This design comes from an exercise in tuning for small area, a short achievable clock period and few clock cycles on the open sky130 flow, not from production work. Only simulation tests tie the RTL to the original design; equivalence was not proved.

== v6 ==
// day12_top
module day12_top #(
    parameter MAX_REGION_W = 64,
    parameter MAX_REGION_H = 64
) (
    input  wire clk,
    input  wire rst_n,
    input  wire in_valid,
    input  wire [31:0] in_data,
    output wire in_ready,
    output wire out_valid,
    output wire [31:0] out_data,
    input  wire out_ready
);
Size in the first run: about 300 flip-flops, ~70 I/O pins, ~19,000 um2 of cells after synthesis.
export LEC_CHECK = 0
export CAP_MARGIN = 20
export CORE_MARGIN = 2
export CORE_UTILIZATION = 60
export CTS_CLUSTER_DIAMETER = 80
export CTS_CLUSTER_SIZE = 24
export SLEW_MARGIN = 20
export SYNTH_HIERARCHICAL = 1
create_clock -name core_clock -period 14.5 [get_ports {clk}]
standard.sh (not shown) runs the stock make flow with config.mk's settings and CLKGATE_MAP_FILE= SYNTH_SCRIPT=/design/flow/synth_recipe.tcl, a recipe that flattens the netlist after the stock synthesis.
==> flow/flow/run.sh <==
#!/bin/bash
# The standard layout (the standard.sh: standard synthesis, floorplan,
# placement, CTS, routing), with one change: the buffers that global
# placement puts on every input and output port are buf_2 cells instead of
# the cell buffer_ports picks by default.
set -euo pipefail
export BUFFER_PORTS_ARGS="-buffer_cell sky130_fd_sc_hd__buf_2"
bash standard.sh > standard.log 2>&1
Testbench counts of v6, summed over its fixed seeds: cycles 41,785.
--- input diff v6..v7 ---
--- a/flow/design.v
+++ b/flow/design.v
@@ -1585,16 +1585,16 @@
     p_big <= big;
     if (!rst_n) begin
         p_wh <= 1'b0; p_q2 <= 1'b0; p_end <= 1'b0;
     end else begin
         p_wh <= r_wh; p_q2 <= r_q2; p_end <= r_end | late_end;
     end
 end
-reg  [19:0] acc;
-wire [19:0] sum_s, sum_c;
+reg  [20:0] acc;
+wire [20:0] sum_s, sum_c;
 wire bh1;
 wire bk2;
 wire bs3;
 wire bc4;
 wire bs5;
 wire bc6;
 wire bs7;
@@ -1707,14 +1707,16 @@
 wire bc114;
 wire bs115;
 wire bc116;
 wire bs117;
 wire bc118;
 wire bs119;
 wire bc120;
+wire bs121;
+wire bc122;
 day12_ha u_bh1 (.a(sg0_0), .b(sm0_0), .s(bh1), .co(bk2));
 day12_fa u_bs3 (.a(sg0_1), .b(sm0_1), .c(sg1_1), .s(bs3), .co(bc4));
 day12_fa u_bs5 (.a(sg0_2), .b(sm0_2), .c(sg1_2), .s(bs5), .co(bc6));
 day12_fa u_bs7 (.a(sg0_3), .b(sm0_3), .c(sg1_3), .s(bs7), .co(bc8));
 day12_fa u_bs9 (.a(sg0_4), .b(sm0_4), .c(sg1_4), .s(bs9), .co(bc10));
 day12_fa u_bs11 (.a(sg0_5), .b(sm0_5), .c(sg1_5), .s(bs11), .co(bc12));
 day12_fa u_bs13 (.a(sg0_6), .b(sm0_6), .c(sg1_6), .s(bs13), .co(bc14));
@@ -1767,34 +1769,35 @@
 day12_fa u_bs107 (.a(bs27), .b(bc66), .c(bs67), .s(bs107), .co(bc108));
 day12_fa u_bs109 (.a(bs29), .b(bc68), .c(bs69), .s(bs109), .co(bc110));
 day12_fa u_bs111 (.a(bs31), .b(bc70), .c(bs71), .s(bs111), .co(bc112));
 day12_fa u_bs113 (.a(bc32), .b(bs73), .c(bc72), .s(bs113), .co(bc114));
 day12_fa u_bs115 (.a(bs35), .b(bc74), .c(bs75), .s(bs115), .co(bc116));
 day12_fa u_bs117 (.a(bs37), .b(bc76), .c(bs77), .s(bs117), .co(bc118));
 day12_fa u_bs119 (.a(bs39), .b(bc78), .c(bs79), .s(bs119), .co(bc120));
-assign sum_s = {bc118, bc116, bc114, bc112, bc110, bc108, bc106, bc104, bc102, bc100, bc98, bc96, bc94, bc92, bc90, bc88, bc86, bc84, bk82, bh81};
-assign sum_c = {bs119, bs117, bs115, bs113, bs111, bs109, bs107, bs105, bs103, bs101, bs99, bs97, bs95, bs93, bs91, bs89, bs87, bs85, bs83, bh1};
-wire [19:0] sum = sum_s + sum_c;
-reg         satf;
-wire        fit = p_q2 & (satf | sum[19]);
+day12_fa u_bs121 (.a(acc[20]), .b(bc40), .c(bc80), .s(bs121), .co(bc122));
+assign sum_s = {bc120, bc118, bc116, bc114, bc112, bc110, bc108, bc106, bc104, bc102, bc100, bc98, bc96, bc94, bc92, bc90, bc88, bc86, bc84, bk82, bh81};
+assign sum_c = {bs121, bs119, bs117, bs115, bs113, bs111, bs109, bs107, bs105, bs103, bs101, bs99, bs97, bs95, bs93, bs91, bs89, bs87, bs85, bs83, bh1};
+wire [20:0] sum = sum_s + sum_c;
+reg         bigf;
+wire        fit = p_q2 & (bigf | sum[20]);
 reg         f_fit, f_end;
 reg inreg;
 always @(posedge clk) begin
     if (!rst_n || p_q2)
         inreg <= 1'b0;
     else if (p_wh)
         inreg <= 1'b1;
     if (!rst_n || p_q2 || !(inreg || p_wh))
-        acc <= 20'd0;
+        acc <= 21'd0;
     else if (p_wh)
         acc <= ~sum;
     else
         acc <= sum;
     if (p_wh)
-        satf <= p_big | sum[19];
+        bigf <= p_big;
     f_fit <= fit;
     if (r_v && phase == PH_HDR)
         count <= 16'd0;
     else
         count <= count + {15'd0, f_fit};
     if (!rst_n) begin
         ovalid <= 1'b0;
### Flow results
- v7 reports a lower data required time at the worst endpoint than v6 does.
- Taking v6 as the reference, in v7 routed wire length increased 1.1%; buffering stage count on the worst path with inverters included increased 1.
- Synthesis-stage register bit count was higher in the run labelled v7.
- Filler cell count in the final layout: v7 < v6
- In v7, the final worst-path cycle share came out 1.2 points below the value in v6.
Testbench counts of v7, summed over its fixed seeds: cycles 41,785.

-- afterwards: timing with drivers on the ports --
How much do the figures lean on ideal ports? The routed layouts below were timed once more, with nothing changed but the port constraints.
Step 1: set_driving_cell puts a clkbuf_16 on clk and a buf_2 on each other input, an assumption about the parent block.
Step 2 adds t to the input delays and takes it off the output delays; t is the mean of the earliest and latest rising clock arrival at the registers after step 1. Input paths then give back, and output paths get back, about the clock's delay inside the block.
Three values: ideal ports, drivers, drivers and shift; two values: the first two.
| run | t, ns | slack for setup (ns) | hold slack, ns | worst setup path at the end | pins driven straight from the clock port |
|---|---|---|---|---|---|
| v6 | 0.560 | 10.181 / 10.181 / 10.181 | 0.444 / 0.444 / 0.444 | register to register | 1 |
| v7 | 0.588 | 10.360 / 10.307 / 9.976 | 0.443 / 0.443 / 0.443 | input to register | 1 |
After both steps every run listed still meets setup and hold. The setup slack of v7, which loses most, moves by -0.053 ns with the drivers and by -0.384 ns with both steps.
